Background: an optimization exercise with open tools, aiming at small area. Do not read the settings as production practice. Function was checked by simulation only, so behaviour that the tests miss may differ from the original. No driver is modelled on the clock port, so clocking that relies on it looks cheaper here than on a real chip. No activity file was given, so power comes from the tool's default toggle rates.

==> try-zinc <==
// lcd_display
module lcd_display #(parameter cnt1ms = 2)(
    input clk,
    input reset,
    input set_time,
    input [11:0] set_year,
    input [4:0] set_month,
    input [7:0] set_day,
    input [4:0] set_hour,
    input [5:0] set_min,
    input [5:0] set_sec,
    output lcd_e,
    output lcd_rs,
    output lcd_rw,
    output reg [7:0] lcd_data
    );
Settings: LEC_CHECK=0, ABC_AREA=1, CAP_MARGIN=20, CORE_MARGIN=2, CORE_UTILIZATION=40, CTS_BUF_LIST=sky130_fd_sc_hd__clkbuf_8, SLEW_MARGIN=20; clock period 15.0 ns.
standard.sh (not shown) runs the stock make flow with config.mk's settings and CLKGATE_MAP_FILE= SYNTH_SCRIPT=/design/flow/synth_recipe.tcl, a recipe that flattens the netlist after the stock synthesis.
==> flow/flow/run.sh <==
#!/bin/bash
# Own flow: the standard layout, with two changes.
#  1. Synthesis: the standard flow's synthesis script, but ABC maps the combinational
#     logic with a stronger area script (flow/area.abc) and Yosys's
#     full/half-adder extraction is skipped so ABC sees all the logic.
#     Registers are untouched (ABC runs without -dff), so their names,
#     count and cell types are those of the standard synthesis.
#  2. Port buffers are sky130_fd_sc_hd__buf_1 instead of the default choice.
#  3. If flow/cts_args exists, it replaces the clock_tree_synthesis arguments.
set -euo pipefail
W=$(pwd)
F=$W/flow
cat > $W/own_synth.tcl <<EOT
proc abc {args} {
  set i [lsearch -exact \$args -script]
  if {\$i >= 0} { lset args [expr {\$i+1}] $F/area.abc }
  yosys abc {*}\$args
}
proc extract_fa {args} { }
source $W/synth_recipe.tcl
EOT
sed "s|SYNTH_SCRIPT=[^ ]*synth_recipe.tcl|SYNTH_SCRIPT=$W/own_synth.tcl|" $W/standard.sh > $W/own.sh
grep -q own_synth.tcl $W/own.sh
export BUFFER_PORTS_ARGS="-buffer_cell sky130_fd_sc_hd__buf_1"
if [[ -f $F/cts_args ]]; then export CTS_ARGS="$(cat $F/cts_args)"; fi
bash $W/own.sh > $W/flow_make.log 2>&1
==> flow/flow/area.abc <==
strash
&get -n
&deepsyn -T 60
&put
dch -f
&get -n
&nf -R 1000
&put
topo
stime -c
==> flow/flow/cts_args <==
-sink_clustering_enable -repair_clock_nets -buf_list sky130_fd_sc_hd__clkbuf_8 -root_buf sky130_fd_sc_hd__clkbuf_4 -sink_clustering_size 16 -sink_clustering_max_diameter 200 -dont_use_dummy_load
==> inputs of try-raven, as changes to try-zinc <==
==> flow/run.sh (new file) <==
#!/bin/bash
# synth_recipe.tcl (not shown) runs the flow's synth.tcl, then flattens the netlist and writes it again
# the make line also repeats each setting of config.mk as NAME=value (left out here)
make -C /OpenROAD-flow-scripts/flow DESIGN_CONFIG=/design/flow/config.mk WORK_HOME=/design/flow/orfs CLKGATE_MAP_FILE= SYNTH_SCRIPT=/design/flow/synth_recipe.tcl finish
removed: flow/flow/run.sh
removed: flow/flow/area.abc
removed: flow/flow/cts_args
removed: flow/standard.sh
==> qor summary <==
item                                                                              try-zinc                 try-raven
Share of the synthesized area in compound gates (AO/OA/AOI/OAI)                      26.5%                     19.6%
Synthesized cell area                                                          0.00356 mm²               0.00541 mm²
Combined global-route utilization of all metal layers                                19.3%                     19.7%
Worst setup margin                                                                 6.53 ns                   7.31 ns
Sink of the worst hold path                                       lcd_data[6]$_SDFFE_PN0P_  lcd_data[7]$_SDFFE_PN0P_
Comb power                                                                         93.0 µW                    141 µW
Clock network fraction of design power                                               22.9%                     33.6%
Multi-Input Combinational                                                              415                       631
Outcome                                                            complete, no violations   complete, no violations
Via count of the routed design                                                       3,700                     5,296
End point of the critical path                                    lcd_data[2]$_SDFFE_PN0P_     year[11]$_SDFFE_PN0P_
Delay contributed by the slowest stage of the critical path                        0.67 ns                   0.63 ns
Area fraction of the dominant cell type after synthesis                              34.3%                     22.6%
Slew headroom                                                                        34.5%                     46.0%
Proportion of cell area spent on the clock network                                   1.70%                     3.37%
Final weighted congestion of routability-driven global placement                     0.839                     0.865
Startpoint of the lowest-slack hold path                          lcd_data[6]$_SDFFE_PN0P_  lcd_data[7]$_SDFFE_PN0P_

========
==> job 8590 <==
lcd_display again, from the RTL that the note above started with.
==> module lcd_display, before the edit <==
module lcd_display #(parameter cnt1ms = 2)(
    input clk,
    input reset,
    input set_time,
    input [11:0] set_year,
    input [4:0] set_month,
    input [7:0] set_day,
    input [4:0] set_hour,
    input [5:0] set_min,
    input [5:0] set_sec,
    output lcd_e,
    output lcd_rs,
    output lcd_rw,
    output reg [7:0] lcd_data
    );
    reg [2:0] ph;
    reg [4:0] cnt;
    reg       lmode;
    reg       odd;
    reg [4:0] q;
    reg [11:0] year;
    reg [3:0]  month;
    reg [4:0]  day;
    reg [4:0]  hour;
    reg [5:0]  min;
    reg [5:0]  sec;
    assign lcd_rw = 1'b0;
    assign lcd_e  = (ph == 3'd2) || (ph == 3'd3);
    assign lcd_rs = lmode && (cnt != 5'd0);
    wire tick = (q == 5'd25) && (ph[1:0] == 2'b01);
    always @(posedge clk) begin
        if (!reset) begin
            ph    <= 3'd5;
            cnt   <= 5'd0;
            lmode <= 1'b0;
            odd   <= 1'b0;
            q     <= 5'd0;
        end else begin
            ph <= ph + 3'd1;
            if (ph == 3'd6) begin
                if (!lmode) begin
                    if (cnt == 5'd30) begin
                        lmode <= 1'b1;
                        cnt   <= 5'd1;
                    end else
                        cnt <= cnt + 5'd1;
                end else begin
                    if (cnt == 5'd16) cnt <= 5'd0;
                    else              cnt <= cnt + 5'd1;
                end
            end
            if (ph == 3'd7 && lmode && cnt == 5'd0)
                odd <= ~odd;
            if (ph[1:0] == 2'b00)
                q <= (q == 5'd25) ? 5'd1 : q + 5'd1;
        end
    end
    function [4:0] dim;
        input [3:0] m;
        begin
            case (m)
                4'd4, 4'd6, 4'd9, 4'd11: dim = 30;
                4'd2:                    dim = 28;
                default:                 dim = 31;
            endcase
        end
    endfunction
    always @(posedge clk) begin
        if (!reset) begin
            year  <= 12'd2024;
            month <= 4'd1;
            day   <= 5'd1;
            hour  <= 5'd0;
            min   <= 6'd0;
            sec   <= 6'd0;
        end else if (set_time) begin
            year  <= set_year;
            month <= set_month[3:0];
            day   <= set_day[4:0];
            hour  <= set_hour;
            min   <= set_min;
            sec   <= set_sec;
        end else if (tick) begin
            if (sec == 6'd59) begin sec <= 6'd0;
                if (min == 6'd59) begin min <= 6'd0;
                    if (hour == 5'd23) begin hour <= 5'd0;
                        if (day == dim(month)) begin day <= 5'd1;
                            if (month == 4'd12) begin month <= 4'd1; year <= year + 12'd1; end
                            else month <= month + 4'd1;
                        end else day <= day + 5'd1;
                    end else hour <= hour + 5'd1;
                end else min <= min + 6'd1;
            end else sec <= sec + 6'd1;
        end
    end
    wire [5:0] yhi = year / 7'd100;
    wire [6:0] ylo = year % 7'd100;
    reg [6:0] v;
    reg       units;
    wire [3:0] vt = v / 4'd10;
    wire [3:0] vu = v % 4'd10;
    reg       isdig;
    reg [7:0] ch;
    always @* begin
        v = 7'd0; units = 1'b0; isdig = 1'b0; ch = 8'h20;
        if (!odd) begin
            case (cnt)
                5'd1:  begin v = yhi;   units = 0; isdig = 1; end
                5'd2:  begin v = yhi;   units = 1; isdig = 1; end
                5'd3:  begin v = ylo;   units = 0; isdig = 1; end
                5'd4:  begin v = ylo;   units = 1; isdig = 1; end
                5'd5:  ch = 8'h2F;
                5'd6:  begin v = month; units = 0; isdig = 1; end
                5'd7:  begin v = month; units = 1; isdig = 1; end
                5'd8:  ch = 8'h2F;
                5'd9:  begin v = day;   units = 0; isdig = 1; end
                5'd10: begin v = day;   units = 1; isdig = 1; end
                default: ch = 8'h20;
            endcase
        end else begin
            case (cnt)
                5'd1:  begin v = hour;  units = 0; isdig = 1; end
                5'd2:  begin v = hour;  units = 1; isdig = 1; end
                5'd3:  ch = 8'h3A;
                5'd4:  begin v = min;   units = 0; isdig = 1; end
                5'd5:  begin v = min;   units = 1; isdig = 1; end
                5'd6:  ch = 8'h3A;
                5'd7:  begin v = sec;   units = 0; isdig = 1; end
                5'd8:  begin v = sec;   units = 1; isdig = 1; end
                default: ch = 8'h20;
            endcase
        end
        if (isdig)
            ch = {4'h3, units ? vu : vt};
    end
    reg [7:0] nd;
    always @* begin
        if (lmode) begin
            if (cnt == 5'd0) nd = {1'b1, odd, 6'd0};
            else             nd = ch;
        end else begin
            case (cnt)
                5'd1:  nd = 8'h01;
                5'd27: nd = (ph == 3'd7) ? 8'h00 : 8'h38;
                5'd28: nd = 8'h06;
                5'd29: nd = 8'h0C;
                5'd30: nd = 8'h80;
                default: nd = 8'h00;
            endcase
        end
    end
    always @(posedge clk) begin
        if (!reset)
            lcd_data <= 8'h00;
        else if (ph[0])
            lcd_data <= nd;
    end
endmodule
==> flow/config.mk <==
export PLATFORM = sky130hd
export DESIGN_NAME = lcd_display
export DESIGN_NICKNAME = lcd_display
export VERILOG_FILES = /design/flow/design.v
export SDC_FILE = /design/flow/constraint.sdc
export NUM_CORES = 4
export LEC_CHECK = 0
export ABC_AREA = 1
export CAP_MARGIN = 20
export CORE_MARGIN = 2
export CORE_UTILIZATION = 40
export CTS_BUF_LIST = sky130_fd_sc_hd__clkbuf_8
export SLEW_MARGIN = 20
==> flow/constraint.sdc <==
create_clock -name core_clock -period 15.0 [get_ports {clk}]
set_input_delay 3.0000 -clock core_clock [delete_from_list [all_inputs] [get_ports {clk}]]
set_output_delay 3.0000 -clock core_clock [all_outputs]
set_load 0.01 [all_outputs]
==> flow/flow/run.sh <==
#!/bin/bash
# Own flow: the standard layout, with two changes.
#  1. Synthesis: the standard flow's synthesis script, but ABC maps the combinational
#     logic with a stronger area script (flow/area.abc) and Yosys's
#     full/half-adder extraction is skipped so ABC sees all the logic.
#     Registers are untouched (ABC runs without -dff), so their names,
#     count and cell types are those of the standard synthesis.
#  2. Port buffers are sky130_fd_sc_hd__buf_1 instead of the default choice.
#  3. If flow/cts_args exists, it replaces the clock_tree_synthesis arguments.
set -euo pipefail
W=$(pwd)
F=$W/flow
cat > $W/own_synth.tcl <<EOT
proc abc {args} {
  set i [lsearch -exact \$args -script]
  if {\$i >= 0} { lset args [expr {\$i+1}] $F/area.abc }
  yosys abc {*}\$args
}
proc extract_fa {args} { }
source $W/synth_recipe.tcl
EOT
sed "s|SYNTH_SCRIPT=[^ ]*synth_recipe.tcl|SYNTH_SCRIPT=$W/own_synth.tcl|" $W/standard.sh > $W/own.sh
grep -q own_synth.tcl $W/own.sh
export BUFFER_PORTS_ARGS="-buffer_cell sky130_fd_sc_hd__buf_1"
if [[ -f $F/cts_args ]]; then export CTS_ARGS="$(cat $F/cts_args)"; fi
bash $W/own.sh > $W/flow_make.log 2>&1
==> flow/flow/area.abc <==
strash
&get -n
&deepsyn -T 60
&put
dch -f
&get -n
&nf -R 1000
&put
topo
stime -c
==> flow/flow/cts_args <==
-sink_clustering_enable -repair_clock_nets -buf_list sky130_fd_sc_hd__clkbuf_4 -root_buf sky130_fd_sc_hd__clkbuf_8 -dont_use_dummy_load
==> inputs of job 1423, as changes to job 8590 <==
==> flow/flow/area.abc (replaced) <==
strash
&get -n
&deepsyn -J 100 -T 600
&put
dch -f
&get -n
&nf -R 1000
&put
topo
stime -c
==> flow/flow/cts_args (replaced) <==
-sink_clustering_enable -repair_clock_nets -buf_list sky130_fd_sc_hd__clkbuf_4 -dont_use_dummy_load
CORE_UTILIZATION = 80   (was 40)
CTS_BUF_LIST = unset   (was sky130_fd_sc_hd__clkbuf_8)
==> inputs of job 6516, as changes to job 8590 <==
--- a/flow/design.v
+++ b/flow/design.v
@@ -14,3 +14,3 @@
     output lcd_rw,
-    output reg [7:0] lcd_data
+    output [7:0] lcd_data
     );
@@ -136,15 +136,15 @@
     end
-    reg [7:0] nd;
+    reg [3:0] ln;
+    reg [3:0] nl;
     always @* begin
         if (lmode) begin
-            if (cnt == 5'd0) nd = {1'b1, odd, 6'd0};
-            else             nd = ch;
+            if (cnt == 5'd0) nl = 4'h0;
+            else             nl = ch[3:0];
         end else begin
             case (cnt)
-                5'd1:  nd = 8'h01;
-                5'd27: nd = (ph == 3'd7) ? 8'h00 : 8'h38;
-                5'd28: nd = 8'h06;
-                5'd29: nd = 8'h0C;
-                5'd30: nd = 8'h80;
-                default: nd = 8'h00;
+                5'd1:  nl = 4'h1;
+                5'd27: nl = (ph == 3'd7) ? 4'h0 : 4'h8;
+                5'd28: nl = 4'h6;
+                5'd29: nl = 4'hC;
+                default: nl = 4'h0;
             endcase
@@ -154,6 +154,34 @@
         if (!reset)
-            lcd_data <= 8'h00;
+            ln <= 4'h0;
         else if (ph[0])
-            lcd_data <= nd;
+            ln <= nl;
     end
+    reg [4:0] ec;       
+    reg       eodd;
+    reg       elm;
+    reg       early;    
+    reg [3:0] hn;
+    always @* begin
+        ec = cnt; eodd = odd; elm = lmode; early = 1'b0;
+        if (ph == 3'd7) begin
+            if (lmode && cnt == 5'd1) begin ec = 5'd0; elm = 1'b1; end
+            else if (lmode && cnt == 5'd0) ec = 5'd16;
+            else ec = cnt - 5'd1;
+        end else if (ph[2:1] == 2'b00) begin
+            early = 1'b1;
+            if (lmode && cnt == 5'd0) eodd = ~odd;
+        end
+        if (elm) begin
+            if (ec == 5'd0)      hn = {1'b1, eodd, 2'b00};
+            else if (!eodd)      hn = (ec == 5'd5 || ec == 5'd8 || ec > 5'd10) ? 4'h2 : 4'h3;
+            else                 hn = (ec > 5'd8) ? 4'h2 : 4'h3;
+        end else begin
+            case (ec)
+                5'd27:   hn = early ? 4'h0 : 4'h3;
+                5'd30:   hn = 4'h8;
+                default: hn = 4'h0;
+            endcase
+        end
+    end
+    assign lcd_data = {hn, ln};
 endmodule
--- a/flow/flow/run.sh
+++ b/flow/flow/run.sh
@@ -1,3 +1,3 @@
 #!/bin/bash
-# Own flow: the standard layout, with two changes.
+# Own flow: the standard layout, with these changes.
 #  1. Synthesis: the standard flow's synthesis script, but ABC maps the combinational
==> flow/flow/area.abc (replaced) <==
strash
&get -n
&deepsyn -J 100 -T 600
&put
dch -f
&get -n
&nf -R 1000
&put
topo
stime -c
==> flow/flow/cts_args (replaced) <==
-sink_clustering_enable -repair_clock_nets -buf_list sky130_fd_sc_hd__clkbuf_4 -dont_use_dummy_load
CORE_UTILIZATION = 65   (was 40)
CTS_BUF_LIST = unset   (was sky130_fd_sc_hd__clkbuf_8)
==> inputs of job 5281, as changes to job 8590 <==
==> flow/run.sh (new file) <==
#!/bin/bash
# synth_recipe.tcl (not shown) runs the flow's synth.tcl, then flattens the netlist and writes it again
# the make line also repeats each setting of config.mk as NAME=value (left out here)
make -C /OpenROAD-flow-scripts/flow DESIGN_CONFIG=/design/flow/config.mk WORK_HOME=/design/flow/orfs CLKGATE_MAP_FILE= SYNTH_SCRIPT=/design/flow/synth_recipe.tcl finish
CTS_BUF_LIST = sky130_fd_sc_hd__clkbuf_4   (was sky130_fd_sc_hd__clkbuf_8)
removed: flow/flow/run.sh
removed: flow/flow/area.abc
removed: flow/flow/cts_args
removed: flow/standard.sh
==> reports/results.md <==
| Metric | Value |
|---|---|
| Initial standard-cell utilization of the core | 0.824 |
| Outcome | did not finish |
| Failed at | 3_3_place_gp |
| Tool Error | [ERROR GPL-0301] Utilization 101.028 % exceeds 100%. |
| Syn nets | 534 |
Source of the figures above: job 1423

==> reports/results.md <==
| Metric | Value |
|---|---|
| Outcome | complete, no violations |
| Syn nets | 534 |
| Initial standard-cell utilization of the core | 0.411 |
| Number of synthesized register bits | 61 |
Source of the figures above: job 8590

==> reports/results.md <==
| Metric | Value |
|---|---|
| Outcome | complete, no violations |
| Initial standard-cell utilization of the core | 0.408 |
| Count of filler cells inserted in the layout | 1418 |
| Clock-pin slew on the worst setup and hold paths | 110 ps |
| R2R Path End | lcd_data[1]$_SDFFE_PN0P_ |
| Worst-margin pin slew | 827 ps |
| Syn nets | 900 |
| Ys Warns | 1 |
Source of the figures above: job 5281

==> reports/results.md <==
| Metric | Value |
|---|---|
| Outcome | complete, no violations |
| Initial standard-cell utilization of the core | 0.685 |
| Syn nets | 553 |
| Top power group | registers |
Source of the figures above: job 6516

## what the ideal ports hide
The results above use ideal ports. As a check the final layouts listed here were re-extracted and re-timed, cells and wires unchanged. Step 1 (the two cells are an assumption about what drives the block):
set clk [get_ports {clk}]
set_driving_cell -lib_cell sky130_fd_sc_hd__clkbuf_16 $clk
set_driving_cell -lib_cell sky130_fd_sc_hd__buf_2 [delete_from_list [all_inputs] $clk]
Step 2 times the ports against the registers' clock, not the clock port: input delays grow and output delays shrink by t, the midpoint of the rising clock arrivals with the driver on. Slacks: no drivers / after step 1 / after step 2; pairs: no drivers / after step 1.
| run | t, ns | setup slack, ns | worst hold slack (ns) | worst setup path at the end | worst slew at a driven data input, ns |
|---|---|---|---|---|---|
| try-zinc | 0.412 | 6.529 / 6.529 / 6.529 | 0.475 / 0.475 / 0.475 | register to register | 0.04 |
| try-raven | 0.377 | 7.312 / 7.323 / 6.947 | 0.484 / 0.484 / 0.484 | input to register | 0.05 |
| job 8590 | 0.359 | 6.606 / 6.606 / 6.606 | 0.468 / 0.468 / 0.468 | register to register | 0.03 |
| job 6516 | 0.417 | 6.483 / 6.483 / 6.483 | 0.481 / 0.481 / 0.481 | register to register | 0.03 |
| job 5281 | 0.430 | 7.384 / 7.393 / 6.963 | 0.491 / 0.491 / 0.491 | input to register | 0.05 |
After both steps every run listed still meets setup and hold. For job 5281, which loses most, drivers alone change the setup slack by +0.009 ns; drivers and shift together by -0.421 ns.
